Source: an optimization exercise on an open RTL-to-GDS flow (aim: small area). Production flows keep margins and buffers that such runs may drop.
Function was not checked in any run shown here: the RTL went through the layout flow alone.
Power and IR drop assume default switching activity.

==> flow/design.v (outline; a module is shown in full before it is edited, if it fits) <==
// module GAIN_MUL: 1819 lines
// module FA: 4 lines
// module HA: 4 lines
// module IIR_SUM: 6373 lines
// module MAF_SUM: 148 lines
// module SonarOnChip: 161 lines
module SonarOnChip(
    input wire wb_clk_i,
    input wire wb_rst_i,
    input wire wbs_stb_i,
    input wire wbs_cyc_i,
    input wire wbs_we_i,
    input wire [3:0] wbs_sel_i,
    input wire [31:0] wbs_dat_i,
    input wire [31:0] wbs_adr_i,
    output wire wbs_ack_o,
    output wire [31:0] wbs_dat_o,
    input wire  [37:0] io_in,
    output wire [37:0] io_out,
    output wire [37:0] io_oeb
  );
  // ...
==> flow/run.sh <==
#!/bin/bash
# synth_recipe.tcl (not shown) runs the flow's synth.tcl, then flattens the netlist and writes it again
# the make line also repeats each setting of config.mk as NAME=value (left out here)
make -C /OpenROAD-flow-scripts/flow DESIGN_CONFIG=/design/flow/config.mk WORK_HOME=/design/flow/orfs CLKGATE_MAP_FILE= SYNTH_SCRIPT=/design/flow/synth_recipe.tcl finish
==> flow/config.mk <==
export PLATFORM = sky130hd
export DESIGN_NAME = SonarOnChip
export DESIGN_NICKNAME = SonarOnChip
export VERILOG_FILES = /design/flow/design.v
export SDC_FILE = /design/flow/constraint.sdc
export NUM_CORES = 4
export LEC_CHECK = 0
export CAP_MARGIN = 20
export CORE_MARGIN = 2
export CORE_UTILIZATION = 70
export CTS_BUF_LIST = sky130_fd_sc_hd__clkbuf_4 sky130_fd_sc_hd__clkbuf_8
export PLACE_DENSITY = 0.8
export SLEW_MARGIN = 20
export SYNTH_HIERARCHICAL = 1
export SYNTH_MINIMUM_KEEP_SIZE = 0
==> flow/constraint.sdc <==
create_clock -name core_clock -period 12.0 [get_ports {wb_clk_i}]
set_input_delay 2.4000 -clock core_clock [delete_from_list [all_inputs] [get_ports {wb_clk_i}]]
set_output_delay 2.4000 -clock core_clock [all_outputs]
set_load 0.01 [all_outputs]
==> flow_summary.toml, run 1 <==
[layout]
fillCellCount = 5997
design_area_sq_um = 65600
sh_seq_area = 0.190
nNonClkInverters = 133
stdcell_count = 6821
nets = 7378
clk_share = 0.0329

[sta]
max_slew.worst_pin.slew_ns = 1.20
timing.final.crit_share = 0.969
fin_worst_skew_ns = 0.0913
rsz0062_at_grt = "false"

[clock_network]
hold_buffers = 0
clk_latency_ns = 0.83

[floorplanning]
die_x_um = 301
fp.dieH_um = 301
start_util = 0.703
well_tap_count = 1165

[placement]
hpwl_mm = 171

[outcome]
status = "timing/DRC/antenna clean"

[worst_setup_path]
arrival_ns = 12.27
path_buf_inv = 0
r2r_end = "Y[28]$_SDFF_PP0_"
startpoint = "X2[2]$_SDFF_PP0_"
path_common_cell = "fa_1"
critPathKind = "flip-flop to flip-flop"
cp.required_ns = 12.64
critPathLaunchType = "flip-flop"
path_delay_family = "adder cells"
crit_end = "Y[28]$_SDFF_PP0_"
max_stage_delay_ns = 0.80

[global_route]
grt_busiest_layer = "met2"
use_met2 = 0.702

[power_and_ir_drop]
clock_net_power_uw = 1980
seqPwrFrac = 0.150
switching_power_uw = 9240

[routing]
avgRoutedWirePerCell_um = 33.6
ant_nets = 0
firstDrtPassIters = 13
wl_met1_mm = 69.8

[synth]
syn_inst = 5701
==> module MAF_SUM, before the edit <==
module MAF_SUM(
  input  wire [30:0] d4, d5,
  input  wire        v4, v5,
  output wire [31:0] sn);
  wire [30:0] pn = ~(d4 & {31{v4}});
  wire [30:0] qn = ~(d5 & {31{v5}});
  wire m_s1;
  wire m_c2;
  wire m_s3;
  wire m_c4;
  wire m_s5;
  wire m_c6;
  wire m_s7;
  wire m_c8;
  wire m_s9;
  wire m_c10;
  wire m_s11;
  wire m_c12;
  wire m_s13;
  wire m_c14;
  wire m_s15;
  wire m_c16;
  wire m_s17;
  wire m_c18;
  wire m_s19;
  wire m_c20;
  wire m_s21;
  wire m_c22;
  wire m_s23;
  wire m_c24;
  wire m_s25;
  wire m_c26;
  wire m_s27;
  wire m_c28;
  wire m_s29;
  wire m_c30;
  wire m_s31;
  wire m_c32;
  wire m_s33;
  wire m_c34;
  wire m_s35;
  wire m_c36;
  wire m_s37;
  wire m_c38;
  wire m_s39;
  wire m_c40;
  wire m_s41;
  wire m_c42;
  wire m_s43;
  wire m_c44;
  wire m_s45;
  wire m_c46;
  wire m_s47;
  wire m_c48;
  wire m_s49;
  wire m_c50;
  wire m_s51;
  wire m_c52;
  wire m_s53;
  wire m_c54;
  wire m_s55;
  wire m_c56;
  wire m_s57;
  wire m_c58;
  wire m_s59;
  wire m_c60;
  wire m_s61;
  wire m_c62;
  wire m_s63;
  wire m_c64;
  wire m_s65;
  wire m_c66;
  wire m_s67;
  wire m_c68;
  wire m_s69;
  wire m_c70;
  wire m_s71;
  wire m_c72;
  wire m_s73;
  wire m_c74;
  wire m_s75;
  wire m_c76;
  wire m_s77;
  wire m_c78;
  wire m_s79;
  wire m_c80;
  wire m_s81;
  wire m_c82;
  wire m_s83;
  wire m_c84;
  FA mf2 (.a(pn[1]), .b(qn[0]), .ci(qn[1]), .s(m_s1), .co(m_c2));
  FA mf4 (.a(pn[2]), .b(qn[1]), .ci(qn[2]), .s(m_s3), .co(m_c4));
  FA mf6 (.a(pn[3]), .b(qn[2]), .ci(qn[3]), .s(m_s5), .co(m_c6));
  FA mf8 (.a(pn[4]), .b(qn[3]), .ci(qn[4]), .s(m_s7), .co(m_c8));
  FA mf10 (.a(pn[5]), .b(qn[4]), .ci(qn[5]), .s(m_s9), .co(m_c10));
  FA mf12 (.a(pn[6]), .b(qn[5]), .ci(qn[6]), .s(m_s11), .co(m_c12));
  FA mf14 (.a(pn[7]), .b(qn[6]), .ci(qn[7]), .s(m_s13), .co(m_c14));
  FA mf16 (.a(pn[8]), .b(qn[7]), .ci(qn[8]), .s(m_s15), .co(m_c16));
  FA mf18 (.a(pn[9]), .b(qn[8]), .ci(qn[9]), .s(m_s17), .co(m_c18));
  FA mf20 (.a(pn[10]), .b(qn[10]), .ci(qn[9]), .s(m_s19), .co(m_c20));
  FA mf22 (.a(pn[11]), .b(qn[10]), .ci(qn[11]), .s(m_s21), .co(m_c22));
  FA mf24 (.a(pn[12]), .b(qn[11]), .ci(qn[12]), .s(m_s23), .co(m_c24));
  FA mf26 (.a(pn[13]), .b(qn[12]), .ci(qn[13]), .s(m_s25), .co(m_c26));
  FA mf28 (.a(pn[14]), .b(qn[13]), .ci(qn[14]), .s(m_s27), .co(m_c28));
  FA mf30 (.a(pn[15]), .b(qn[14]), .ci(qn[15]), .s(m_s29), .co(m_c30));
  FA mf32 (.a(pn[16]), .b(qn[15]), .ci(qn[16]), .s(m_s31), .co(m_c32));
  FA mf34 (.a(pn[17]), .b(qn[16]), .ci(qn[17]), .s(m_s33), .co(m_c34));
  FA mf36 (.a(pn[18]), .b(qn[17]), .ci(qn[18]), .s(m_s35), .co(m_c36));
  FA mf38 (.a(pn[19]), .b(qn[18]), .ci(qn[19]), .s(m_s37), .co(m_c38));
  FA mf40 (.a(pn[20]), .b(qn[19]), .ci(qn[20]), .s(m_s39), .co(m_c40));
  FA mf42 (.a(pn[21]), .b(qn[20]), .ci(qn[21]), .s(m_s41), .co(m_c42));
  FA mf44 (.a(pn[22]), .b(qn[21]), .ci(qn[22]), .s(m_s43), .co(m_c44));
  FA mf46 (.a(pn[23]), .b(qn[22]), .ci(qn[23]), .s(m_s45), .co(m_c46));
  FA mf48 (.a(pn[24]), .b(qn[23]), .ci(qn[24]), .s(m_s47), .co(m_c48));
  FA mf50 (.a(pn[25]), .b(qn[24]), .ci(qn[25]), .s(m_s49), .co(m_c50));
  FA mf52 (.a(pn[26]), .b(qn[25]), .ci(qn[26]), .s(m_s51), .co(m_c52));
  FA mf54 (.a(pn[27]), .b(qn[26]), .ci(qn[27]), .s(m_s53), .co(m_c54));
  FA mf56 (.a(pn[28]), .b(qn[27]), .ci(qn[28]), .s(m_s55), .co(m_c56));
  FA mf58 (.a(pn[29]), .b(qn[28]), .ci(qn[29]), .s(m_s57), .co(m_c58));
  FA mf60 (.a(pn[30]), .b(qn[29]), .ci(qn[30]), .s(m_s59), .co(m_c60));
  assign m_s61 = ~(pn[0] ^ qn[0]);
  assign m_c62 = pn[0] | qn[0];
  assign sn[0] = m_s61;
  assign m_s63 = ~(m_s1 ^ m_c62);
  assign m_c64 = m_s1 | m_c62;
  assign sn[1] = m_s63;
  FA mf66 (.a(m_c2), .b(m_s3), .ci(m_c64), .s(m_s65), .co(m_c66));
  assign sn[2] = m_s65;
  FA mf68 (.a(m_c4), .b(m_s5), .ci(m_c66), .s(m_s67), .co(m_c68));
  assign sn[3] = m_s67;
  FA mf70 (.a(m_c6), .b(m_s7), .ci(m_c68), .s(m_s69), .co(m_c70));
  assign sn[4] = m_s69;
  FA mf72 (.a(m_c8), .b(m_s9), .ci(m_c70), .s(m_s71), .co(m_c72));
  assign sn[5] = m_s71;
  FA mf74 (.a(m_c10), .b(m_s11), .ci(m_c72), .s(m_s73), .co(m_c74));
  assign sn[6] = m_s73;
  FA mf76 (.a(m_c12), .b(m_s13), .ci(m_c74), .s(m_s75), .co(m_c76));
  assign sn[7] = m_s75;
  FA mf78 (.a(m_c14), .b(m_s15), .ci(m_c76), .s(m_s77), .co(m_c78));
  assign sn[8] = m_s77;
  FA mf80 (.a(m_c16), .b(m_s17), .ci(m_c78), .s(m_s79), .co(m_c80));
  assign sn[9] = m_s79;
  FA mf82 (.a(m_c18), .b(m_s19), .ci(m_c80), .s(m_s81), .co(m_c82));
  assign sn[10] = m_s81;
  FA mf84 (.a(m_c20), .b(m_s21), .ci(m_c82), .s(m_s83), .co(m_c84));
  assign sn[11] = m_s83;
  assign sn[31:12] = {qn[30], m_c58, m_c56, m_c54, m_c52, m_c50, m_c48, m_c46, m_c44, m_c42, m_c40, m_c38, m_c36, m_c34, m_c32, m_c30, m_c28, m_c26, m_c24, m_c22} + {m_c60, m_s59, m_s57, m_s55, m_s53, m_s51, m_s49, m_s47, m_s45, m_s43, m_s41, m_s39, m_s37, m_s35, m_s33, m_s31, m_s29, m_s27, m_s25, m_s23} + m_c84;
endmodule
==> module SonarOnChip, before the edit <==
module SonarOnChip(
    input wire wb_clk_i,
    input wire wb_rst_i,
    input wire wbs_stb_i,
    input wire wbs_cyc_i,
    input wire wbs_we_i,
    input wire [3:0] wbs_sel_i,
    input wire [31:0] wbs_dat_i,
    input wire [31:0] wbs_adr_i,
    output wire wbs_ack_o,
    output wire [31:0] wbs_dat_o,
    input wire  [37:0] io_in,
    output wire [37:0] io_out,
    output wire [37:0] io_oeb
  );
  wire clk = wb_clk_i;
  wire rst = wb_rst_i;
  assign io_oeb = 38'h00FFFF0000;
  reg        wbs_done;
  reg [15:0] control, a0, a1, a2, b2, amp;
  reg [31:0] threshold;
  reg [31:0] rdata;
  wire       wb_valid = wbs_cyc_i & wbs_stb_i;
  wire [3:0] adr = wbs_adr_i[5:2];
  assign wbs_ack_o = wbs_done;
  assign wbs_dat_o = rdata;
  wire        wr = wb_valid & wbs_we_i;
  wire [31:0] wdat = wbs_dat_i & {32{~rst}};
  reg  [15:0] b1n;
  wire [15:0] b1 = ~b1n;
  always @(posedge clk) begin
    wbs_done <= wb_valid & ~rst;
    if (rst | (wr & (adr == 4'd0))) control   <= wdat[15:0];
    if (rst | (wr & (adr == 4'd1))) a0        <= wdat[15:0];
    if (rst | (wr & (adr == 4'd2))) a1        <= wdat[15:0];
    if (rst | (wr & (adr == 4'd3))) a2        <= wdat[15:0];
    if (rst | (wr & (adr == 4'd4))) b1n       <= ~wdat[15:0];
    if (rst | (wr & (adr == 4'd5))) b2        <= wdat[15:0];
    if (rst | (wr & (adr == 4'd6))) amp       <= wdat[15:0];
    if (rst | (wr & (adr == 4'd7))) threshold <= wdat;
  end
  reg [3:0] div_cnt;
  reg       mclk;
  always @(posedge clk) begin
    if (rst) begin
      div_cnt <= 4'd0;
      mclk <= 1'b0;
    end else if (div_cnt == 4'd8) begin
      div_cnt <= 4'd0;
      mclk <= ~mclk;
    end else
      div_cnt <= div_cnt + 4'd1;
  end
  reg [31:0] sr;
  reg [15:0] acc;
  reg [3:0]  dec_cnt;
  reg [15:0] cic_out;
  wire mic = io_in[0];
  wire up = mclk & mic & ~sr[31];
  wire dn = mclk & ~mic & sr[31];
  wire [15:0] acc_next;
  wire [15:0] acc_c;
  HA u_acc0(.a(acc[0]), .b(up | dn), .s(acc_next[0]), .co(acc_c[1]));
  genvar j;
  generate
    for (j = 1; j < 16; j = j + 1) begin : g_acc
      if (j < 15) begin : g_fa
        FA u_fa(.a(acc[j]), .b(dn), .ci(acc_c[j]), .s(acc_next[j]), .co(acc_c[j+1]));
      end else begin : g_top
        assign acc_next[j] = acc[j] ^ dn ^ acc_c[j];
      end
    end
  endgenerate
  always @(posedge clk) begin
    if (rst) begin
      sr <= 32'd0;
      acc <= 16'd0;
      dec_cnt <= 4'd0;
      cic_out <= 16'd0;
    end else begin
      acc <= acc_next;
      if (mclk) begin
        sr <= {sr[30:0], mic};
        if (dec_cnt == 4'd10)
          dec_cnt <= 4'd11;
        else if (dec_cnt == 4'd11) begin
          dec_cnt <= 4'd2;
          cic_out <= acc;
        end else
          dec_cnt <= dec_cnt + 4'd1;
      end
    end
  end
  reg [15:0] pcm;
  always @(posedge clk)
    if (rst) pcm <= 16'd0;
    else if (control[0]) pcm <= cic_out;
  reg [15:0] X1, X2, Y1n, Y2;
  reg [31:0] Y;
  wire [31:0] iir_sn;
  IIR_SUM u_iir(.X(pcm), .X1(X1), .X2(X2), .Y1n(Y1n), .Y2(Y2),
                .a0(a0), .a1(a1), .a2(a2), .b1n(b1n), .b2(b2), .Sn(iir_sn));
  always @(posedge clk) begin
    if (rst) begin
      X1 <= 16'd0; X2 <= 16'd0; Y1n <= 16'hffff; Y2 <= 16'd0; Y <= 32'd0;
    end else begin
      X1 <= pcm; X2 <= X1; Y1n <= ~Y[15:0]; Y2 <= ~Y1n; Y <= ~iir_sn;
    end
  end
  wire [31:0] mul_i = io_in[4] ? {{16{pcm[15]}}, pcm} : Y;
  wire [31:0] mn;
  GAIN_MUL u_gain(.mi(mul_i), .amp(amp), .mn(mn));
  wire [30:0] x = mn[30:0] ^ {31{mn[31]}};
  reg [30:0] d1, d2, d3, d4, d5;
  reg [5:1]  v;
  reg [29:0] maf;
  wire [31:0] maf_sn;
  MAF_SUM u_maf(.d4(d4), .d5(d5), .v4(v[4]), .v5(v[5]), .sn(maf_sn));
  always @(posedge clk) begin
    d1 <= x; d2 <= d1; d3 <= d2; d4 <= d3; d5 <= d4;
  end
  always @(posedge clk) begin
    if (rst) begin
      v <= 5'd0;
      maf <= 30'd0;
    end else begin
      v <= {v[4:1], 1'b1};
      maf <= ~maf_sn[31:2];
    end
  end
  wire [30:0] cmp_c;
  assign cmp_c[0] = 1'b1;
  genvar k;
  generate
    for (k = 0; k < 30; k = k + 1) begin : g_cmp
      assign cmp_c[k+1] = (maf[k] & ~threshold[k]) | (maf[k] & cmp_c[k]) | (~threshold[k] & cmp_c[k]);
    end
  endgenerate
  wire detect = cmp_c[30] & ~threshold[30] & ~threshold[31];
  assign io_out = {21'd0, detect, 14'd0, mclk, 1'b0};
  always @(posedge clk) begin
    if (rst)
      rdata <= 32'd0;
    else
      case (adr)
        4'd0:  rdata <= {16'd0, control};
        4'd1:  rdata <= {16'd0, a0};
        4'd2:  rdata <= {16'd0, a1};
        4'd3:  rdata <= {16'd0, a2};
        4'd4:  rdata <= {16'd0, b1};
        4'd5:  rdata <= {16'd0, b2};
        4'd6:  rdata <= {16'd0, amp};
        4'd7:  rdata <= threshold;
        4'd8:  rdata <= {16'd0, pcm};
        4'd9:  rdata <= Y;
        4'd10: rdata <= {2'b00, maf};
        4'd11: rdata <= {30'd0, mclk, detect};
        default: rdata <= 32'd0;
      endcase
  end
endmodule
==> run 2: changes to the inputs <==
--- a/flow/design.v
+++ b/flow/design.v
@@ -1461,25 +1461,29 @@
   FA gf406 (.a(g_p124), .b(g_p151), .ci(g_p37), .s(g_s405), .co(g_c406));
   FA gf408 (.a(g_p6), .b(g_p67), .ci(g_p96), .s(g_s407), .co(g_c408));
   FA gf410 (.a(g_c400), .b(g_s405), .ci(g_s407), .s(g_s409), .co(g_c410));
-  FA gf412 (.a(g_c402), .b(g_s409), .ci(g_c404), .s(g_s411), .co(g_c412));
+  assign g_s411 = ~(g_c402 ^ g_s409);
+  assign g_c412 = g_c402 | g_s409;
   FA gf414 (.a(g_p125), .b(g_p152), .ci(g_p178), .s(g_s413), .co(g_c414));
   FA gf416 (.a(g_p38), .b(g_p68), .ci(g_p7), .s(g_s415), .co(g_c416));
   FA gf418 (.a(g_p97), .b(g_c406), .ci(g_c408), .s(g_s417), .co(g_c418));
   FA gf420 (.a(g_s413), .b(g_s415), .ci(g_c410), .s(g_s419), .co(g_c420));
-  FA gf422 (.a(g_s417), .b(g_s419), .ci(g_c412), .s(g_s421), .co(g_c422));
+  assign g_s421 = ~(g_s417 ^ g_c412);
+  assign g_c422 = g_s417 | g_c412;
   FA gf424 (.a(g_p126), .b(g_p153), .ci(g_p179), .s(g_s423), .co(g_c424));
   FA gf426 (.a(g_p204), .b(g_p39), .ci(g_p69), .s(g_s425), .co(g_c426));
   FA gf428 (.a(g_p8), .b(g_p98), .ci(g_c414), .s(g_s427), .co(g_c428));
   FA gf430 (.a(g_c416), .b(g_s423), .ci(g_s425), .s(g_s429), .co(g_c430));
   FA gf432 (.a(g_c418), .b(g_s427), .ci(g_s429), .s(g_s431), .co(g_c432));
-  FA gf434 (.a(g_c420), .b(g_s431), .ci(g_c422), .s(g_s433), .co(g_c434));
+  assign g_s433 = ~(g_c420 ^ g_s431);
+  assign g_c434 = g_c420 | g_s431;
   FA gf436 (.a(g_p127), .b(g_p154), .ci(g_p180), .s(g_s435), .co(g_c436));
   FA gf438 (.a(g_p205), .b(g_p229), .ci(g_p40), .s(g_s437), .co(g_c438));
   FA gf440 (.a(g_p70), .b(g_p9), .ci(g_p99), .s(g_s439), .co(g_c440));
   FA gf442 (.a(g_c424), .b(g_c426), .ci(g_s435), .s(g_s441), .co(g_c442));
   FA gf444 (.a(g_s437), .b(g_s439), .ci(g_c428), .s(g_s443), .co(g_c444));
   FA gf446 (.a(g_c430), .b(g_s441), .ci(g_s443), .s(g_s445), .co(g_c446));
-  FA gf448 (.a(g_c432), .b(g_s445), .ci(g_c434), .s(g_s447), .co(g_c448));
+  assign g_s447 = ~(g_c432 ^ g_c434);
+  assign g_c448 = g_c432 | g_c434;
   FA gf450 (.a(g_p10), .b(g_p100), .ci(g_p128), .s(g_s449), .co(g_c450));
   FA gf452 (.a(g_p155), .b(g_p181), .ci(g_p206), .s(g_s451), .co(g_c452));
   FA gf454 (.a(g_p230), .b(g_p253), .ci(g_p41), .s(g_s453), .co(g_c454));
@@ -1487,7 +1491,8 @@
   FA gf458 (.a(g_c440), .b(g_s449), .ci(g_s451), .s(g_s457), .co(g_c458));
   FA gf460 (.a(g_s453), .b(g_c442), .ci(g_s455), .s(g_s459), .co(g_c460));
   FA gf462 (.a(g_s457), .b(g_c444), .ci(g_s459), .s(g_s461), .co(g_c462));
-  FA gf464 (.a(g_c446), .b(g_s461), .ci(g_c448), .s(g_s463), .co(g_c464));
+  assign g_s463 = ~(g_c446 ^ g_s461);
+  assign g_c464 = g_c446 | g_s461;
   FA gf466 (.a(g_p101), .b(g_p11), .ci(g_p129), .s(g_s465), .co(g_c466));
   FA gf468 (.a(g_p156), .b(g_p182), .ci(g_p207), .s(g_s467), .co(g_c468));
   FA gf470 (.a(g_p231), .b(g_p254), .ci(g_p276), .s(g_s469), .co(g_c470));
@@ -1496,7 +1501,8 @@
   FA gf476 (.a(g_s467), .b(g_s469), .ci(g_c456), .s(g_s475), .co(g_c476));
   FA gf478 (.a(g_c458), .b(g_s471), .ci(g_s473), .s(g_s477), .co(g_c478));
   FA gf480 (.a(g_c460), .b(g_s475), .ci(g_s477), .s(g_s479), .co(g_c480));
-  FA gf482 (.a(g_c462), .b(g_s479), .ci(g_c464), .s(g_s481), .co(g_c482));
+  assign g_s481 = ~(g_c462 ^ g_s479);
+  assign g_c482 = g_c462 | g_s479;
   FA gf484 (.a(g_p102), .b(g_p12), .ci(g_p130), .s(g_s483), .co(g_c484));
   FA gf486 (.a(g_p157), .b(g_p183), .ci(g_p208), .s(g_s485), .co(g_c486));
   FA gf488 (.a(g_p232), .b(g_p255), .ci(g_p277), .s(g_s487), .co(g_c488));
@@ -1506,7 +1512,7 @@
   FA gf496 (.a(g_s489), .b(g_c472), .ci(g_c474), .s(g_s495), .co(g_c496));
   FA gf498 (.a(g_s491), .b(g_s493), .ci(g_c476), .s(g_s497), .co(g_c498));
   FA gf500 (.a(g_c478), .b(g_s495), .ci(g_s497), .s(g_s499), .co(g_c500));
-  FA gf502 (.a(g_c480), .b(g_s499), .ci(g_c482), .s(g_s501), .co(g_c502));
+  FA gf502 (.a(g_c480), .b(g_c482), .ci(g_s499), .s(g_s501), .co(g_c502));
   FA gf504 (.a(g_p103), .b(g_p13), .ci(g_p131), .s(g_s503), .co(g_c504));
   FA gf506 (.a(g_p158), .b(g_p184), .ci(g_p209), .s(g_s505), .co(g_c506));
   FA gf508 (.a(g_p233), .b(g_p256), .ci(g_p278), .s(g_s507), .co(g_c508));
@@ -1517,7 +1523,8 @@
   FA gf518 (.a(g_c492), .b(g_c494), .ci(g_s511), .s(g_s517), .co(g_c518));
   FA gf520 (.a(g_s513), .b(g_s515), .ci(g_c496), .s(g_s519), .co(g_c520));
   FA gf522 (.a(g_s517), .b(g_c498), .ci(g_s519), .s(g_s521), .co(g_c522));
-  FA gf524 (.a(g_c500), .b(g_s521), .ci(g_c502), .s(g_s523), .co(g_c524));
+  assign g_s523 = ~(g_c500 ^ g_s521);
+  assign g_c524 = g_c500 | g_s521;
   FA gf526 (.a(g_p104), .b(g_p132), .ci(g_p14), .s(g_s525), .co(g_c526));
   FA gf528 (.a(g_p159), .b(g_p185), .ci(g_p210), .s(g_s527), .co(g_c528));
   FA gf530 (.a(g_p234), .b(g_p257), .ci(g_p279), .s(g_s529), .co(g_c530));
@@ -1529,7 +1536,8 @@
   FA gf542 (.a(g_c516), .b(g_s533), .ci(g_s535), .s(g_s541), .co(g_c542));
   FA gf544 (.a(g_s537), .b(g_c518), .ci(g_s539), .s(g_s543), .co(g_c544));
   FA gf546 (.a(g_s541), .b(g_c520), .ci(g_s543), .s(g_s545), .co(g_c546));
-  FA gf548 (.a(g_c522), .b(g_s545), .ci(g_c524), .s(g_s547), .co(g_c548));
+  assign g_s547 = ~(g_c522 ^ g_s545);
+  assign g_c548 = g_c522 | g_s545;
   FA gf550 (.a(g_p105), .b(g_p133), .ci(g_p15), .s(g_s549), .co(g_c550));
   FA gf552 (.a(g_p160), .b(g_p186), .ci(g_p211), .s(g_s551), .co(g_c552));
   FA gf554 (.a(g_p235), .b(g_p258), .ci(g_p280), .s(g_s553), .co(g_c554));
@@ -1542,7 +1550,8 @@
   FA gf568 (.a(g_s559), .b(g_s561), .ci(g_s563), .s(g_s567), .co(g_c568));
   FA gf570 (.a(g_c540), .b(g_c542), .ci(g_s565), .s(g_s569), .co(g_c570));
   FA gf572 (.a(g_s567), .b(g_c544), .ci(g_s569), .s(g_s571), .co(g_c572));
-  FA gf574 (.a(g_c546), .b(g_s571), .ci(g_c548), .s(g_s573), .co(g_c574));
+  assign g_s573 = ~(g_c546 ^ g_s571);
+  assign g_c574 = g_c546 | g_s571;
   FA gf576 (.a(g_p106), .b(g_p134), .ci(g_p16), .s(g_s575), .co(g_c576));
   FA gf578 (.a(g_p161), .b(g_p187), .ci(g_p212), .s(g_s577), .co(g_c578));
   FA gf580 (.a(g_p236), .b(g_p259), .ci(g_p281), .s(g_s579), .co(g_c580));
@@ -1556,7 +1565,8 @@
   FA gf596 (.a(g_s587), .b(g_s589), .ci(g_c566), .s(g_s595), .co(g_c596));
   FA gf598 (.a(g_s591), .b(g_c568), .ci(g_s593), .s(g_s597), .co(g_c598));
   FA gf600 (.a(g_s595), .b(g_c570), .ci(g_s597), .s(g_s599), .co(g_c600));
-  FA gf602 (.a(g_c572), .b(g_s599), .ci(g_c574), .s(g_s601), .co(g_c602));
+  assign g_s601 = ~(g_c572 ^ g_s599);
+  assign g_c602 = g_c572 | g_s599;
   FA gf604 (.a(g_p107), .b(g_p135), .ci(g_p162), .s(g_s603), .co(g_c604));
   FA gf606 (.a(g_p17), .b(g_p188), .ci(g_p213), .s(g_s605), .co(g_c606));
   FA gf608 (.a(g_p237), .b(g_p260), .ci(g_p282), .s(g_s607), .co(g_c608));
@@ -1794,28 +1804,22 @@
   assign g_s1043 = ~(g_s403 ^ g_c1042);
   assign g_c1044 = g_s403 | g_c1042;
   assign mn[4] = g_s1043;
-  assign g_s1045 = ~(g_s411 ^ g_c1044);
-  assign g_c1046 = g_s411 | g_c1044;
+  FA gf1046 (.a(g_s411), .b(g_c404), .ci(g_c1044), .s(g_s1045), .co(g_c1046));
   assign mn[5] = g_s1045;
-  assign g_s1047 = ~(g_s421 ^ g_c1046);
-  assign g_c1048 = g_s421 | g_c1046;
+  FA gf1048 (.a(g_s419), .b(g_s421), .ci(g_c1046), .s(g_s1047), .co(g_c1048));
   assign mn[6] = g_s1047;
-  assign g_s1049 = ~(g_s433 ^ g_c1048);
-  assign g_c1050 = g_s433 | g_c1048;
+  FA gf1050 (.a(g_c422), .b(g_s433), .ci(g_c1048), .s(g_s1049), .co(g_c1050));
   assign mn[7] = g_s1049;
-  assign g_s1051 = ~(g_s447 ^ g_c1050);
-  assign g_c1052 = g_s447 | g_c1050;
+  FA gf1052 (.a(g_s445), .b(g_s447), .ci(g_c1050), .s(g_s1051), .co(g_c1052));
   assign mn[8] = g_s1051;
-  assign g_s1053 = ~(g_s463 ^ g_c1052);
-  assign g_c1054 = g_s463 | g_c1052;
+  FA gf1054 (.a(g_c448), .b(g_s463), .ci(g_c1052), .s(g_s1053), .co(g_c1054));
   assign mn[9] = g_s1053;
-  assign g_s1055 = ~(g_s481 ^ g_c1054);
-  assign g_c1056 = g_s481 | g_c1054;
+  FA gf1056 (.a(g_c464), .b(g_s481), .ci(g_c1054), .s(g_s1055), .co(g_c1056));
   assign mn[10] = g_s1055;
   assign g_s1057 = ~(g_s501 ^ g_c1056);
   assign g_c1058 = g_s501 | g_c1056;
   assign mn[11] = g_s1057;
-  assign mn[31:12] = {g_c1022, g_c994, g_c966, g_c938, g_c910, g_c882, g_c854, g_c826, g_c798, g_c770, g_c742, g_c714, g_c686, g_c658, g_c630, g_s629, g_s601, g_s573, g_s547, g_s523} + {g_x1036, g_s1021, g_s993, g_s965, g_s937, g_s909, g_s881, g_s853, g_s825, g_s797, g_s769, g_s741, g_s713, g_s685, g_s657, g_c602, 1'b1, 1'b1, 1'b1, 1'b1} + g_c1058;
+  assign mn[31:12] = {g_c1022, g_c994, g_c966, g_c938, g_c910, g_c882, g_c854, g_c826, g_c798, g_c770, g_c742, g_c714, g_c686, g_c658, g_c630, g_c602, g_c574, g_c548, g_c524, g_s523} + {g_x1036, g_s1021, g_s993, g_s965, g_s937, g_s909, g_s881, g_s853, g_s825, g_s797, g_s769, g_s741, g_s713, g_s685, g_s657, g_s629, g_s601, g_s573, g_s547, g_c502} + g_c1058;
 endmodule
 module FA(input wire a, input wire b, input wire ci, output wire s, output wire co);
   assign s = a ^ b ^ ci;
@@ -5620,14 +5624,6 @@
   wire i_c3789;
   wire i_s3790;
   wire i_c3791;
-  wire i_s3792;
-  wire i_c3793;
-  wire i_s3794;
-  wire i_c3795;
-  wire i_s3796;
-  wire i_c3797;
-  wire i_s3798;
-  wire i_c3799;
   assign i_p1 = ~(X[0] & a0[0]);
   assign i_p2 = ~(X[0] & a0[1]);
   assign i_p3 = ~(X[0] & a0[2]);
@@ -7015,7 +7011,8 @@
   FA if1490 (.a(i_s1481), .b(i_c1428), .ci(i_s1483), .s(i_s1489), .co(i_c1490));
   FA if1492 (.a(i_c1430), .b(i_s1485), .ci(i_s1487), .s(i_s1491), .co(i_c1492));
   FA if1494 (.a(i_c1432), .b(i_s1489), .ci(i_s1491), .s(i_s1493), .co(i_c1494));
-  FA if1496 (.a(i_c1434), .b(i_s1493), .ci(i_c1436), .s(i_s1495), .co(i_c1496));
+  assign i_s1495 = ~(i_c1434 ^ i_s1493);
+  assign i_c1496 = i_c1434 | i_s1493;
   HA ih1498 (.a(i_p1032), .b(i_p1047), .s(i_s1497), .co(i_c1498));
   FA if1500 (.a(i_p1062), .b(i_p1077), .ci(i_p1092), .s(i_s1499), .co(i_c1500));
   FA if1502 (.a(i_p1107), .b(i_p1122), .ci(i_p113), .s(i_s1501), .co(i_c1502));
@@ -7050,7 +7047,8 @@
   FA if1560 (.a(i_s1551), .b(i_c1488), .ci(i_s1553), .s(i_s1559), .co(i_c1560));
   FA if1562 (.a(i_s1555), .b(i_c1490), .ci(i_s1557), .s(i_s1561), .co(i_c1562));
   FA if1564 (.a(i_c1492), .b(i_s1559), .ci(i_s1561), .s(i_s1563), .co(i_c1564));
-  FA if1566 (.a(i_c1494), .b(i_s1563), .ci(i_c1496), .s(i_s1565), .co(i_c1566));
+  assign i_s1565 = ~(i_c1494 ^ i_c1496);
+  assign i_c1566 = i_c1494 | i_c1496;
   HA ih1568 (.a(i_p1033), .b(i_p1048), .s(i_s1567), .co(i_c1568));
   FA if1570 (.a(i_p1063), .b(i_p1078), .ci(i_p1093), .s(i_s1569), .co(i_c1570));
   FA if1572 (.a(i_p1108), .b(i_p1123), .ci(i_p1138), .s(i_s1571), .co(i_c1572));
@@ -7135,7 +7133,8 @@
   FA if1730 (.a(i_c1636), .b(i_s1723), .ci(i_c1638), .s(i_s1729), .co(i_c1730));
   FA if1732 (.a(i_s1725), .b(i_s1727), .ci(i_c1640), .s(i_s1731), .co(i_c1732));
   FA if1734 (.a(i_c1642), .b(i_s1729), .ci(i_s1731), .s(i_s1733), .co(i_c1734));
-  FA if1736 (.a(i_c1644), .b(i_s1733), .ci(i_c1646), .s(i_s1735), .co(i_c1736));
+  assign i_s1735 = ~(i_c1644 ^ i_s1733);
+  assign i_c1736 = i_c1644 | i_s1733;
   HA ih1738 (.a(i_p101), .b(i_p1035), .s(i_s1737), .co(i_c1738));
   FA if1740 (.a(i_p1050), .b(i_p1065), .ci(i_p1080), .s(i_s1739), .co(i_c1740));
   FA if1742 (.a(i_p1095), .b(i_p11), .ci(i_p1110), .s(i_s1741), .co(i_c1742));
@@ -7185,7 +7184,8 @@
   FA if1830 (.a(i_c1726), .b(i_s1823), .ci(i_s1825), .s(i_s1829), .co(i_c1830));
   FA if1832 (.a(i_c1728), .b(i_s1827), .ci(i_c1730), .s(i_s1831), .co(i_c1832));
   FA if1834 (.a(i_s1829), .b(i_c1732), .ci(i_s1831), .s(i_s1833), .co(i_c1834));
-  FA if1836 (.a(i_c1734), .b(i_s1833), .ci(i_c1736), .s(i_s1835), .co(i_c1836));
+  assign i_s1835 = ~(i_c1734 ^ i_s1833);
+  assign i_c1836 = i_c1734 | i_s1833;
   HA ih1838 (.a(i_p102), .b(i_p1036), .s(i_s1837), .co(i_c1838));
   FA if1840 (.a(i_p1051), .b(i_p1066), .ci(i_p1081), .s(i_s1839), .co(i_c1840));
   FA if1842 (.a(i_p1096), .b(i_p1111), .ci(i_p1126), .s(i_s1841), .co(i_c1842));
@@ -7240,7 +7240,8 @@
   FA if1940 (.a(i_c1826), .b(i_s1933), .ci(i_c1828), .s(i_s1939), .co(i_c1940));
   FA if1942 (.a(i_s1935), .b(i_s1937), .ci(i_c1830), .s(i_s1941), .co(i_c1942));
   FA if1944 (.a(i_s1939), .b(i_c1832), .ci(i_s1941), .s(i_s1943), .co(i_c1944));
-  FA if1946 (.a(i_c1834), .b(i_s1943), .ci(i_c1836), .s(i_s1945), .co(i_c1946));
+  assign i_s1945 = ~(i_c1834 ^ i_s1943);
+  assign i_c1946 = i_c1834 | i_s1943;
   HA ih1948 (.a(i_p103), .b(i_p1037), .s(i_s1947), .co(i_c1948));
   FA if1950 (.a(i_p1052), .b(i_p1067), .ci(i_p1082), .s(i_s1949), .co(i_c1950));
   FA if1952 (.a(i_p1097), .b(i_p1112), .ci(i_p1127), .s(i_s1951), .co(i_c1952));
@@ -7300,7 +7301,7 @@
   FA if2060 (.a(i_s2053), .b(i_c1936), .ci(i_c1938), .s(i_s2059), .co(i_c2060));
   FA if2062 (.a(i_s2055), .b(i_s2057), .ci(i_c1940), .s(i_s2061), .co(i_c2062));
   FA if2064 (.a(i_s2059), .b(i_c1942), .ci(i_s2061), .s(i_s2063), .co(i_c2064));
-  FA if2066 (.a(i_c1944), .b(i_s2063), .ci(i_c1946), .s(i_s2065), .co(i_c2066));
+  FA if2066 (.a(i_c1944), .b(i_c1946), .ci(i_s2063), .s(i_s2065), .co(i_c2066));
   HA ih2068 (.a(i_p1038), .b(i_p104), .s(i_s2067), .co(i_c2068));
   FA if2070 (.a(i_p1053), .b(i_p1068), .ci(i_p1083), .s(i_s2069), .co(i_c2070));
   FA if2072 (.a(i_p1098), .b(i_p1113), .ci(i_p1128), .s(i_s2071), .co(i_c2072));
@@ -7365,7 +7366,8 @@
   FA if2190 (.a(i_c2056), .b(i_s2183), .ci(i_c2058), .s(i_s2189), .co(i_c2190));
   FA if2192 (.a(i_s2185), .b(i_s2187), .ci(i_c2060), .s(i_s2191), .co(i_c2192));
   FA if2194 (.a(i_s2189), .b(i_c2062), .ci(i_s2191), .s(i_s2193), .co(i_c2194));
-  FA if2196 (.a(i_c2064), .b(i_s2193), .ci(i_c2066), .s(i_s2195), .co(i_c2196));
+  assign i_s2195 = ~(i_c2064 ^ i_s2193);
+  assign i_c2196 = i_c2064 | i_s2193;
   HA ih2198 (.a(i_p1039), .b(i_p105), .s(i_s2197), .co(i_c2198));
   FA if2200 (.a(i_p1054), .b(i_p1069), .ci(i_p1084), .s(i_s2199), .co(i_c2200));
   FA if2202 (.a(i_p1099), .b(i_p1114), .ci(i_p1129), .s(i_s2201), .co(i_c2202));
@@ -7435,7 +7437,8 @@
   FA if2330 (.a(i_c2186), .b(i_s2323), .ci(i_s2325), .s(i_s2329), .co(i_c2330));
   FA if2332 (.a(i_c2188), .b(i_s2327), .ci(i_c2190), .s(i_s2331), .co(i_c2332));
   FA if2334 (.a(i_s2329), .b(i_c2192), .ci(i_s2331), .s(i_s2333), .co(i_c2334));
-  FA if2336 (.a(i_c2194), .b(i_s2333), .ci(i_c2196), .s(i_s2335), .co(i_c2336));
+  assign i_s2335 = ~(i_c2194 ^ i_s2333);
+  assign i_c2336 = i_c2194 | i_s2333;
   HA ih2338 (.a(i_p1009), .b(i_p1040), .s(i_s2337), .co(i_c2338));
   FA if2340 (.a(i_p1055), .b(i_p106), .ci(i_p1070), .s(i_s2339), .co(i_c2340));
   FA if2342 (.a(i_p1085), .b(i_p1100), .ci(i_p1115), .s(i_s2341), .co(i_c2342));
@@ -7510,7 +7513,8 @@
   FA if2480 (.a(i_c2326), .b(i_s2473), .ci(i_s2475), .s(i_s2479), .co(i_c2480));
   FA if2482 (.a(i_c2328), .b(i_s2477), .ci(i_c2330), .s(i_s2481), .co(i_c2482));
   FA if2484 (.a(i_s2479), .b(i_c2332), .ci(i_s2481), .s(i_s2483), .co(i_c2484));
-  FA if2486 (.a(i_c2334), .b(i_s2483), .ci(i_c2336), .s(i_s2485), .co(i_c2486));
+  assign i_s2485 = ~(i_c2334 ^ i_s2483);
+  assign i_c2486 = i_c2334 | i_s2483;
   HA ih2488 (.a(i_p1010), .b(i_p1056), .s(i_s2487), .co(i_c2488));
   FA if2490 (.a(i_p107), .b(i_p1071), .ci(i_p1086), .s(i_s2489), .co(i_c2490));
   FA if2492 (.a(i_p1101), .b(i_p1116), .ci(i_p1131), .s(i_s2491), .co(i_c2492));
@@ -7585,7 +7589,8 @@
   FA if2630 (.a(i_s2623), .b(i_c2476), .ci(i_c2478), .s(i_s2629), .co(i_c2630));
   FA if2632 (.a(i_s2625), .b(i_s2627), .ci(i_c2480), .s(i_s2631), .co(i_c2632));
   FA if2634 (.a(i_c2482), .b(i_s2629), .ci(i_s2631), .s(i_s2633), .co(i_c2634));
-  FA if2636 (.a(i_c2484), .b(i_s2633), .ci(i_c2486), .s(i_s2635), .co(i_c2636));
+  assign i_s2635 = ~(i_c2484 ^ i_s2633);
+  assign i_c2636 = i_c2484 | i_s2633;
   FA if2638 (.a(i_p1011), .b(i_p1072), .ci(i_p108), .s(i_s2637), .co(i_c2638));
   FA if2640 (.a(i_p1087), .b(i_p1102), .ci(i_p1117), .s(i_s2639), .co(i_c2640));
   FA if2642 (.a(i_p1132), .b(i_p1147), .ci(i_p1162), .s(i_s2641), .co(i_c2642));
@@ -7657,7 +7662,7 @@
   FA if2774 (.a(i_s2767), .b(i_c2626), .ci(i_c2628), .s(i_s2773), .co(i_c2774));
   FA if2776 (.a(i_s2769), .b(i_s2771), .ci(i_c2630), .s(i_s2775), .co(i_c2776));
   FA if2778 (.a(i_s2773), .b(i_c2632), .ci(i_s2775), .s(i_s2777), .co(i_c2778));
-  FA if2780 (.a(i_c2634), .b(i_s2777), .ci(i_c2636), .s(i_s2779), .co(i_c2780));
+  FA if2780 (.a(i_c2634), .b(i_c2636), .ci(i_s2777), .s(i_s2779), .co(i_c2780));
   FA if2782 (.a(i_p1012), .b(i_p1088), .ci(i_p109), .s(i_s2781), .co(i_c2782));
   FA if2784 (.a(i_p1103), .b(i_p1118), .ci(i_p1133), .s(i_s2783), .co(i_c2784));
   FA if2786 (.a(i_p1148), .b(i_p1163), .ci(i_p1178), .s(i_s2785), .co(i_c2786));
@@ -7725,7 +7730,8 @@
   FA if2910 (.a(i_s2903), .b(i_c2770), .ci(i_s2905), .s(i_s2909), .co(i_c2910));
   FA if2912 (.a(i_c2772), .b(i_s2907), .ci(i_c2774), .s(i_s2911), .co(i_c2912));
   FA if2914 (.a(i_s2909), .b(i_c2776), .ci(i_s2911), .s(i_s2913), .co(i_c2914));
-  FA if2916 (.a(i_c2778), .b(i_s2913), .ci(i_c2780), .s(i_s2915), .co(i_c2916));
+  assign i_s2915 = ~(i_c2778 ^ i_s2913);
+  assign i_c2916 = i_c2778 | i_s2913;
   FA if2918 (.a(i_p1013), .b(i_p110), .ci(i_p1104), .s(i_s2917), .co(i_c2918));
   FA if2920 (.a(i_p1119), .b(i_p1134), .ci(i_p1149), .s(i_s2919), .co(i_c2920));
   FA if2922 (.a(i_p1164), .b(i_p1179), .ci(i_p1194), .s(i_s2921), .co(i_c2922));
@@ -8172,31 +8178,16 @@
   assign i_s3782 = ~(i_s1435 ^ i_c3781);
   assign i_c3783 = i_s1435 | i_c3781;
   assign Sn[5] = i_s3782;
-  assign i_s3784 = ~(i_s1495 ^ i_c3783);
-  assign i_c3785 = i_s1495 | i_c3783;
+  FA if3785 (.a(i_s1495), .b(i_c1436), .ci(i_c3783), .s(i_s3784), .co(i_c3785));
   assign Sn[6] = i_s3784;
-  assign i_s3786 = ~(i_s1565 ^ i_c3785);
-  assign i_c3787 = i_s1565 | i_c3785;
+  FA if3787 (.a(i_s1563), .b(i_s1565), .ci(i_c3785), .s(i_s3786), .co(i_c3787));
   assign Sn[7] = i_s3786;
   assign i_s3788 = ~(i_s1645 ^ i_c3787);
   assign i_c3789 = i_s1645 | i_c3787;
   assign Sn[8] = i_s3788;
-  assign i_s3790 = ~(i_s1735 ^ i_c3789);
-  assign i_c3791 = i_s1735 | i_c3789;
+  FA if3791 (.a(i_c1646), .b(i_s1735), .ci(i_c3789), .s(i_s3790), .co(i_c3791));
   assign Sn[9] = i_s3790;
-  assign i_s3792 = ~(i_s1835 ^ i_c3791);
-  assign i_c3793 = i_s1835 | i_c3791;
-  assign Sn[10] = i_s3792;
-  assign i_s3794 = ~(i_s1945 ^ i_c3793);
-  assign i_c3795 = i_s1945 | i_c3793;
-  assign Sn[11] = i_s3794;
-  assign i_s3796 = ~(i_s2065 ^ i_c3795);
-  assign i_c3797 = i_s2065 | i_c3795;
-  assign Sn[12] = i_s3796;
-  assign i_s3798 = ~(i_s2195 ^ i_c3797);
-  assign i_c3799 = i_s2195 | i_c3797;
-  assign Sn[13] = i_s3798;
-  assign Sn[31:14] = {i_x3771, i_s3767, i_s3751, i_s3725, i_c3644, i_c3588, i_s3587, i_c3446, i_s3445, i_c3264, i_c3158, i_s3157, i_s3041, i_s2915, i_s2779, i_s2635, i_s2485, i_s2335} + {i_c3768, i_c3752, i_c3726, i_c3690, i_s3689, i_s3643, i_c3522, i_s3521, i_c3360, i_s3359, i_s3263, i_c3042, i_c2916, 1'b1, 1'b1, 1'b1, 1'b1, 1'b1} + i_c3799;
+  assign Sn[31:10] = {i_x3771, i_s3767, i_s3751, i_s3725, i_c3644, i_c3588, i_s3587, i_c3446, i_s3445, i_c3264, i_c3158, i_s3157, i_c2916, i_s2915, i_s2779, i_c2486, i_c2336, i_c2196, i_s2195, i_s2065, i_c1836, i_c1736} + {i_c3768, i_c3752, i_c3726, i_c3690, i_s3689, i_s3643, i_c3522, i_s3521, i_c3360, i_s3359, i_s3263, i_c3042, i_s3041, i_c2780, 1'b1, i_s2635, i_s2485, i_s2335, i_c2066, 1'b1, i_s1945, i_s1835} + i_c3791;
 endmodule
 module MAF_SUM(
   input  wire [30:0] d4, d5,
@@ -8288,6 +8279,16 @@
   wire m_c82;
   wire m_s83;
   wire m_c84;
+  wire m_s85;
+  wire m_c86;
+  wire m_s87;
+  wire m_c88;
+  wire m_s89;
+  wire m_c90;
+  wire m_s91;
+  wire m_c92;
+  wire m_s93;
+  wire m_c94;
   FA mf2 (.a(pn[1]), .b(qn[0]), .ci(qn[1]), .s(m_s1), .co(m_c2));
   FA mf4 (.a(pn[2]), .b(qn[1]), .ci(qn[2]), .s(m_s3), .co(m_c4));
   FA mf6 (.a(pn[3]), .b(qn[2]), .ci(qn[3]), .s(m_s5), .co(m_c6));
@@ -8344,7 +8345,17 @@
   assign sn[10] = m_s81;
   FA mf84 (.a(m_c20), .b(m_s21), .ci(m_c82), .s(m_s83), .co(m_c84));
   assign sn[11] = m_s83;
-  assign sn[31:12] = {qn[30], m_c58, m_c56, m_c54, m_c52, m_c50, m_c48, m_c46, m_c44, m_c42, m_c40, m_c38, m_c36, m_c34, m_c32, m_c30, m_c28, m_c26, m_c24, m_c22} + {m_c60, m_s59, m_s57, m_s55, m_s53, m_s51, m_s49, m_s47, m_s45, m_s43, m_s41, m_s39, m_s37, m_s35, m_s33, m_s31, m_s29, m_s27, m_s25, m_s23} + m_c84;
+  FA mf86 (.a(m_c22), .b(m_s23), .ci(m_c84), .s(m_s85), .co(m_c86));
+  assign sn[12] = m_s85;
+  FA mf88 (.a(m_c24), .b(m_s25), .ci(m_c86), .s(m_s87), .co(m_c88));
+  assign sn[13] = m_s87;
+  FA mf90 (.a(m_c26), .b(m_s27), .ci(m_c88), .s(m_s89), .co(m_c90));
+  assign sn[14] = m_s89;
+  FA mf92 (.a(m_c28), .b(m_s29), .ci(m_c90), .s(m_s91), .co(m_c92));
+  assign sn[15] = m_s91;
+  FA mf94 (.a(m_c30), .b(m_s31), .ci(m_c92), .s(m_s93), .co(m_c94));
+  assign sn[16] = m_s93;
+  assign sn[31:17] = {qn[30], m_c58, m_c56, m_c54, m_c52, m_c50, m_c48, m_c46, m_c44, m_c42, m_c40, m_c38, m_c36, m_c34, m_c32} + {m_c60, m_s59, m_s57, m_s55, m_s53, m_s51, m_s49, m_s47, m_s45, m_s43, m_s41, m_s39, m_s37, m_s35, m_s33} + m_c94;
 endmodule
 module SonarOnChip(
     input wire wb_clk_i,
@@ -8458,14 +8469,16 @@
   wire [31:0] mul_i = io_in[4] ? {{16{pcm[15]}}, pcm} : Y;
   wire [31:0] mn;
   GAIN_MUL u_gain(.mi(mul_i), .amp(amp), .mn(mn));
-  wire [30:0] x = mn[30:0] ^ {31{mn[31]}};
-  reg [30:0] d1, d2, d3, d4, d5;
+  reg [31:0] d1n;
+  reg [30:0] d2, d3, d4, d5;
   reg [5:1]  v;
   reg [29:0] maf;
   wire [31:0] maf_sn;
   MAF_SUM u_maf(.d4(d4), .d5(d5), .v4(v[4]), .v5(v[5]), .sn(maf_sn));
   always @(posedge clk) begin
-    d1 <= x; d2 <= d1; d3 <= d2; d4 <= d3; d5 <= d4;
+    d1n <= mn;
+    d2 <= d1n[30:0] ^ {31{d1n[31]}};
+    d3 <= d2; d4 <= d3; d5 <= d4;
   end
   always @(posedge clk) begin
     if (rst) begin
--- a/flow/config.mk
+++ b/flow/config.mk
@@ -7,9 +7,8 @@
 export LEC_CHECK = 0
 export CAP_MARGIN = 20
 export CORE_MARGIN = 2
-export CORE_UTILIZATION = 70
-export CTS_BUF_LIST = sky130_fd_sc_hd__clkbuf_4 sky130_fd_sc_hd__clkbuf_8
-export PLACE_DENSITY = 0.8
+export CORE_UTILIZATION = 45
+export PLACE_DENSITY = 0.6
 export SLEW_MARGIN = 20
 export SYNTH_HIERARCHICAL = 1
 export SYNTH_MINIMUM_KEEP_SIZE = 0
==> flow_summary.toml, run 2 <==
[outcome]
status = "timing/DRC/antenna clean"

[clock_network]
path_clk_slew_ns = 0.06
ctsResizeCount = 0
cts.sinks = 553
htreeDepth = 3
post_cts_buffers = 0
hold_buffers = 0
cts_tree = "built"
clock_path_buffers = 3
clock-root-buffer = "clkbuf_16"
cts_inserted_buffers = 66
clk_latency_ns = 0.69

[sta]
setup_violations = 0
fin_crit_ns = 9.72
max_slew.worst_pin.slew_ns = 1.25
fin_worst_skew_ns = 0.0643
tns_ns = 0
clock.fmax_ghz = 0.103
whs_ns = 0.313
timing.final.crit_share = 0.810
slew_viol_final = 0
slew_headroom = 0.167
rsz0062_at_grt = "false"
setup_ws_ns = 2.28
hold_viol_final = 0

[synth]
syn_inst = 5747
syn_avg_cell_area_sq_um = 10.8
synth_warnings = 7
syn_area_sq_um = 62200

[global_route]
antenna_found_initial = 16
grt_pass1_vias = 48400
grt_first_pass_wirelength_mm = 347
grt_overflow_total = 0
track_usage = 0.351
grt_max_degree = 87

[placement]
dpl_cell_area_sq_um = 64400
port_buffers = 77
finalWeightedCongestion = 1.04
place_worst_setup_slack_ns = 1.74
dpl.cell_count = 7304
hpwl_mm = 179

[layout]
area_growth_syn_to_layout_pct = 7.31
nets = 7391
layout-drive-gt1-share = 0.0726
design_area_sq_um = 66700
fillCellCount = 12400
mostFrequentLayoutCell = "nand2_1"
final_cell_mix = "nand2_1 (1598), fa_1 (1597), nor2_1 (416), dfxtp_1 (393), buf_4 (208)"
stdcell_count = 7433

[floorplanning]
fp.dieH_um = 376
io_pins = 220
dieArea_sq_um = 141000
start_util = 0.453
core_sq_um = 137000
fp-row-count = 136
die_x_um = 376

[worst_setup_path]
arrival_ns = 10.26
path_delay_family = "adder cells"
slowest_stage = "clkdlybuf4s50_1"
crit_path_end_kind = "flip-flop"
path_common_cell = "fa_1"
max_stage_delay_ns = 0.76
worstPathMaxFanout = 28
critPathKind = "primary input to flip-flop"
critPathLaunchType = "primary input"
cp.required_ns = 12.54
path_buf_inv = 5

[min_path]
hold_class = "flip-flop to flip-flop"

[routing]
ant_nets = 0
viasPerCell = 6.19
dr.first_iter.drc_count = 6473
avgRoutedWirePerCell_um = 33.0
num_vias = 46000
finalWirelength_mm = 246
drc_errors = 0
firstDrtPassIters = 10

[power_and_ir_drop]
p_leak_uw = 0.0185
powerDensity_nw_per_um2 = 261
peakVddDrop_v = 0.000708

[flow_run]
cap_violations = 0
## run 2: layout make-up
class,instances,area [sq um],share of cell area
Multi-Input combinational cell,4484,46600,0.698
Antenna cell,8,20.0,0.000300
Tap cell,1794,2240,0.0337
Sequential cell,553,12500,0.188
Clock inverter,35,402,0.00602
Clock buffer,85,1870,0.0280
Timing Repair Buffer,286,2360,0.0354
Inverter,188,706,0.0106
## run 2: per-stage QoR
step / utilization / power, uW
after global placement: 0.469 / 14900
after CTS: 0.485 / 17200
after global routing: 0.486 / 18300
after floorplan: - / 11300
after detailed placement: 0.469 / 15000
final: 0.486 / 17400
## run 2: layer usage
layer	vias to the layer above	track usage	routed length, um
met5	-	0.0123	265
met4	18	0.217	19000
met3	1046	0.150	37100
met2	3968	0.495	102000
met1	23800	0.445	87200
li1	17200	-	-
## run 2: path summary, 6_finish.rpt
| path | start | slack, ns | endpoint | cells after the start |
|---|---|---|---|---|
| worst max register to register | a0[0]$_DFFE_PP_ | 2.68 | Y[24]$_SDFF_PP0_ | 29 |
| worst max-delay path | io_in[4] | 2.28 | d1n[30]$_DFF_P_ | 26 |
| worst min register to register | d2[2]$_DFF_P_ | 0.31 | d3[2]$_DFF_P_ | 0 |
| worst min-delay path | d2[2]$_DFF_P_ | 0.31 | d3[2]$_DFF_P_ | 0 |
## run 2: worst register-to-register path, delay by kind of cell, from the launching register on
family	cells	cell delay [ns]
adders and majority gates	14	5.46
AOI/OAI and AO/OA	6	1.63
DFF	1	1.17
buffers and inverters	6	0.41
and+or+nand+nor	2	0.31
xor gates and xnor gates	1	0.19
## run 2: power by group
| group | switching, uW | leakage (uW) | total, uW | internal [uW] |
|---|---|---|---|---|
| Combinational | 7730 | 0.0126 | 12600 | 4900 |
| Sequential | 280 | 0.00476 | 2650 | 2370 |
| Clock | 872 | 0.00112 | 2130 | 1260 |
| Total | 8880 | 0.0185 | 17400 | 8530 |
==> run 3: changes to the inputs <==
==> flow/flow/run.sh (new file) <==
#!/bin/bash
# Standard layout, with clock tree synthesis told not to add dummy loads.
set -euo pipefail
export CTS_ARGS="-sink_clustering_enable -repair_clock_nets -dont_use_dummy_load"
bash standard.sh > standard_make.log 2>&1
==> flow/standard.sh (new file) <==
#!/bin/bash
# synth_recipe.tcl (not shown) runs the flow's synth.tcl, then flattens the netlist and writes it again
# the make line also repeats each setting of config.mk as NAME=value (left out here)
make -C /OpenROAD-flow-scripts/flow DESIGN_CONFIG=/design/flow/config.mk WORK_HOME=/design/flow/orfs CLKGATE_MAP_FILE= SYNTH_SCRIPT=/design/flow/synth_recipe.tcl "${@:-finish}"
removed: flow/run.sh
==> flow_summary.toml, run 3 <==
[sta]
max_slew.worst_pin.slew_ns = 1.25
setup_ws_ns = 2.27
hold_viol_final = 0
timing.final.crit_share = 0.811
rsz0062_at_grt = "false"
setup_violations = 0
tns_ns = 0
slew_viol_final = 0
fin_crit_ns = 9.73
clock.fmax_ghz = 0.103
slew_headroom = 0.168
fin_worst_skew_ns = 0.0701

[placement]
port_buffers = 77
dpl_cell_area_sq_um = 64400
finalWeightedCongestion = 1.04
place_worst_setup_slack_ns = 1.74
hpwl_mm = 179

[outcome]
status = "timing/DRC/antenna clean"

[worst_setup_path]
critPathLaunchType = "primary input"
arrival_ns = 10.24
cp.required_ns = 12.52
critPathKind = "primary input to flip-flop"
crit_path_end_kind = "flip-flop"
worstPathMaxFanout = 28
max_stage_delay_ns = 0.77
slowest_stage = "clkdlybuf4s50_1"
path_common_cell = "fa_1"

[layout]
mostFrequentLayoutCell = "nand2_1"
design_area_sq_um = 66100
final_cell_mix = "nand2_1 (1598), fa_1 (1597), nor2_1 (416), dfxtp_1 (393), buf_4 (208)"
utilization = 0.481
nets = 7391
area_growth_syn_to_layout_pct = 6.29
layout-drive-gt1-share = 0.0662
fillCellCount = 12400

[floorplanning]
io_pins = 220
fp-row-count = 136
fp.dieH_um = 376
die_x_um = 376
dieArea_sq_um = 141000
core_sq_um = 137000
start_util = 0.453

[routing]
avgRoutedWirePerCell_um = 33.3
drc_errors = 0
firstDrtPassIters = 10
viasPerCell = 6.21
dr.first_iter.drc_count = 6310
finalWirelength_mm = 246
num_vias = 45800
ant_nets = 0

[synth]
synth_warnings = 7
syn_inst = 5747
syn_area_sq_um = 62200
syn_avg_cell_area_sq_um = 10.8

[clock_network]
clock-root-buffer = "clkbuf_16"
clk_latency_ns = 0.67
cts_tree = "built"
clock_path_buffers = 3
cts_inserted_buffers = 66
post_cts_buffers = 0
cts.sinks = 553
hold_buffers = 0
path_clk_slew_ns = 0.05
ctsResizeCount = 0
htreeDepth = 3

[global_route]
grt_first_pass_wirelength_mm = 346
antenna_found_initial = 12
grt_overflow_total = 0
track_usage = 0.351
grt_max_degree = 87
grt_pass1_vias = 48300

[min_path]
hold_class = "flip-flop to flip-flop"

[power_and_ir_drop]
power_frac_comb = 0.743
seqPwrFrac = 0.156
peakVddDrop_v = 0.000695
switching_power_uw = 8780
p_leak_uw = 0.0182
sw_frac_of_total = 0.516
clock_power_share = 0.101
p_int_uw = 8240
powerDensity_nw_per_um2 = 258

[flow_run]
cap_violations = 0
==> run 3: critical path, delay by kind of cell <==
kind / cells / cell delay (ns)
AOI/OAI and AO/OA: 5 / 1.23
xor gates and xnor gates: 1 / 0.12
adders and majority gates: 12 / 4.29
buffers and inverters: 5 / 1.37
muxes: 1 / 0.56
and+or+nand+nor: 2 / 0.24
==> run 3: layout make-up <==
type                            count  area (sq um)  area share
Tap cell                         1794          2240      0.0340
Inverter                          188           706      0.0107
Multi-Input combinational cell   4484         46600       0.705
Clock buffer                       66          1650      0.0250
Sequential cell                   553         12500       0.190
Timing Repair Buffer              286          2360      0.0358
Antenna cell                        3          7.51    0.000114
==> run 3: per-layer routing <==
metal | track usage | wire length, um | up-vias
li1 | - | - | 17100
met1 | 0.443 | 87600 | 23600
met2 | 0.496 | 102000 | 3974
met3 | 0.152 | 37200 | 1042
met4 | 0.211 | 18700 | 14
met5 | 0.0137 | 275 | -
==> run 3: path summary, 6_finish.rpt <==
path | start | slack, ns | to | cells past startpoint
hold reg to reg | d3[17]$_DFF_P_ | 0.31 | d4[17]$_DFF_P_ | 0
setup / recovery | io_in[4] | 2.27 | d1n[30]$_DFF_P_ | 26
hold / removal | d3[17]$_DFF_P_ | 0.31 | d4[17]$_DFF_P_ | 0
setup reg to reg | a0[0]$_DFFE_PP_ | 2.67 | Y[24]$_SDFF_PP0_ | 29
==> run 3: power groups by stage <==
stage | Clock, uW | Sequential [uW] | Combinational (uW)
after floorplan | 0 | 2500 | 8850
after global placement | 0 | 2680 | 12200
after detailed placement | 0 | 2680 | 12300
after CTS | 1760 | 2650 | 12400
after global routing | 1820 | 2680 | 13400
final | 1720 | 2650 | 12700
==> run 3: stage by stage <==
step / instances / total power (uW) / hold WS (ns)
finish: 7374 / 17000 / 0.311
global route: 7372 / 17900 / 0.321
CTS: 7370 / 16800 / 0.311
detailed placement: 7304 / 15000 / 0.312
global placement: 7304 / 14900 / 0.310
floorplan: 5819 / 11300 / 0.310
==> run 4: changes to the inputs <==
--- a/flow/config.mk
+++ b/flow/config.mk
@@ -8,6 +8,7 @@
 export CAP_MARGIN = 20
 export CORE_MARGIN = 2
 export CORE_UTILIZATION = 45
+export GPL_TIMING_DRIVEN = 0
 export PLACE_DENSITY = 0.6
 export SLEW_MARGIN = 20
 export SYNTH_HIERARCHICAL = 1
==> flow_summary.toml, run 4 <==
[placement]
dpl.cell_count = 7704
hpwl_mm = 214
port_buffers = 74
finalWeightedCongestion = 1.02
dpl_cell_area_sq_um = 65700
place_worst_setup_slack_ns = 1.22

[floorplanning]
start_util = 0.453
dieArea_sq_um = 141000
fp.dieH_um = 376
io_pins = 220
core_sq_um = 137000
die_x_um = 376
fp-row-count = 136

[outcome]
status = "timing/DRC/antenna clean"

[global_route]
track_usage = 0.376
grt_pass1_vias = 49000
antenna_found_initial = 20
grt_max_degree = 17
grt_overflow_total = 0
grt_first_pass_wirelength_mm = 367

[routing]
firstDrtPassIters = 9
avgRoutedWirePerCell_um = 33.6
finalWirelength_mm = 261
ant_nets = 0
dr.first_iter.drc_count = 6087
viasPerCell = 5.92
num_vias = 46000
drc_errors = 0

[sta]
tns_ns = 0
setup_violations = 0
fin_worst_skew_ns = 0.141
slew_viol_final = 0
max_slew.worst_pin.slew_ns = 1.28
rsz0062_at_grt = "false"
hold_viol_final = 0
slew_headroom = 0.148
clock.fmax_ghz = 0.0937
fin_crit_ns = 10.68
timing.final.crit_share = 0.890
setup_ws_ns = 1.32

[worst_setup_path]
worstPathMaxFanout = 10
rr_startpoint = "pcm[4]$_SDFFE_PP0P_"
critPathKind = "flip-flop to flip-flop"
critPathLaunchType = "flip-flop"
r2r_end = "Y[31]$_SDFF_PP0_"
arrival_ns = 11.13
crit_path_end_kind = "flip-flop"
cp.required_ns = 12.46
r2r_cells = 25
r2r_setup_slack_ns = 1.32

[layout]
stdcell_count = 7769
mostFrequentLayoutCell = "nand2_1"
final_cell_mix = "nand2_1 (1598), fa_1 (1597), clkbuf_1 (435), nor2_1 (419), dfxtp_1 (409)"
design_area_sq_um = 67100
nets = 7782
area_growth_syn_to_layout_pct = 7.98
layout-drive-gt1-share = 0.0494

[clock_network]
post_cts_buffers = 0
cts.sinks = 553
cts_tree = "built"
hold_buffers = 0
ctsResizeCount = 0
htreeDepth = 2
clock_path_buffers = 3
path_clk_slew_ns = 0.06
clk_latency_ns = 0.71
clock-root-buffer = "clkbuf_16"
cts_inserted_buffers = 56

[min_path]
min_path_cells = 0
hold_class = "flip-flop to flip-flop"
min-delay-start = "d3[28]$_DFF_P_"
worstHoldEndpoint = "d4[28]$_DFF_P_"

[synth]
syn_avg_cell_area_sq_um = 10.8
syn_inst = 5747
syn_area_sq_um = 62200
synth_warnings = 7

[power_and_ir_drop]
peakVddDrop_v = 0.00102
clock_power_share = 0.081
power_frac_comb = 0.785
p_int_uw = 8480
seqPwrFrac = 0.135
p_leak_uw = 0.0183
sw_frac_of_total = 0.551
p_total_uw = 18900
powerDensity_nw_per_um2 = 282
switching_power_uw = 10400

[flow_run]
cap_violations = 0
run 4: cell types whose count changed in the layout (fill, tap and decap cells not counted), sizes merged:
cell and delta:
buf -46, bufbuf +1, clkbuf +438, clkdlybuf4s50 -2, diode +4
run 4: per-stage QoR:
| step | utilization | hold slack [ns] |
|---|---|---|
| after floorplan | - | 0.310 |
| after global placement | 0.476 | 0.310 |
| after detailed placement | 0.478 | 0.312 |
| after CTS | 0.488 | 0.304 |
| after global routing | 0.489 | 0.325 |
| final | 0.489 | 0.314 |
run 4: final cells by class:
type	instances	area [sq um]
Antenna cell	7	17.5
Clock buffer	56	1400
Timing Repair Buffer	93	941
Inverter	188	706
Sequential cell	553	12500
Multi-Input combinational cell	4484	46500
Tap cell	1794	2240
Fill cell	12700	70200
Buffer	594	2740
run 4: layer usage:
metal  GRT usage  part of all wire
met1       0.502              0.38
met4       0.193             0.065
met3       0.100              0.12
met5           0           0.00039
met2       0.565              0.44
run 4: worst max path at each step:
stage               cells past startpoint          endpoint           startpoint
floorplan                              28   d1n[30]$_DFF_P_             io_in[4]
global placement                       28   d1n[24]$_DFF_P_             io_in[4]
detailed placement                     27   d1n[24]$_DFF_P_             io_in[4]
CTS                                    25  Y[31]$_SDFF_PP0_  pcm[4]$_SDFFE_PP0P_
global route                           27   d1n[24]$_DFF_P_             io_in[4]
finish                                 25  Y[31]$_SDFF_PP0_  pcm[4]$_SDFFE_PP0P_
run 4: critical path, stage by stage (launching register included):
cell	delay (ns)
dfxtp_1	0.67
clkbuf_1	0.80
clkbuf_1	0.94
nand2_1	0.27
fa_1	0.58
fa_1	0.48
fa_1	0.48
fa_1	0.58
fa_1	0.45
fa_1	0.57
fa_1	0.48
fa_1	0.69
fa_1	0.48
inv_1	0.07
ha_1	0.13
inv_1	0.05
fa_1	0.49
ha_1	0.36
a2111oi_4	0.27
inv_2	0.10
a211oi_2	0.36
o211ai_1	0.24
a21oi_1	0.29
o21ai_0	0.14
xnor2_1	0.36
nor2_1	0.08
run 4: power groups by stage:
stage	Combinational [uW]	Sequential [uW]	Clock [uW]
after floorplan	8850	2500	0
after global placement	14400	2580	0
after detailed placement	14400	2580	0
after CTS	14500	2540	1530
after global routing	15500	2570	1600
final	14800	2550	1520

-- port drivers added, routing unchanged --
The results above use ideal ports. As a check the final layouts listed here were re-extracted and re-timed, cells and wires unchanged. Step 1, drivers: a clkbuf_16 drives wb_clk_i and a buf_2 each remaining input, both assumed. Step 2 moves the port delays by t, midway between the first and last clock arrival at a register: inputs arrive t later, outputs are due t later. That takes back most of the time a late clock gives input paths. Slacks: no drivers / after step 1 / after step 2; pairs: no drivers / after step 1.
run | t (ns) | slack for setup (ns) | worst setup path at the end | slew at the worst register clock pin (ns) | cell pins on the clock port's net
run 1 | 0.867 | 0.374 / 0.374 / 0.016 | input to register | 0.08 / 0.08 | 1
run 2 | 0.730 | 2.282 / 2.247 / 1.517 | input to register | 0.09 / 0.09 | 1
run 3 | 0.715 | 2.272 / 2.232 / 1.518 | input to register | 0.07 / 0.07 | 1
run 4 | 0.704 | 1.324 / 1.324 / 0.972 | input to register | 0.09 / 0.09 | 1
After both steps every run listed still meets setup and hold. The setup slack of run 2, which loses most, moves by -0.035 ns with the drivers and by -0.765 ns with both steps.
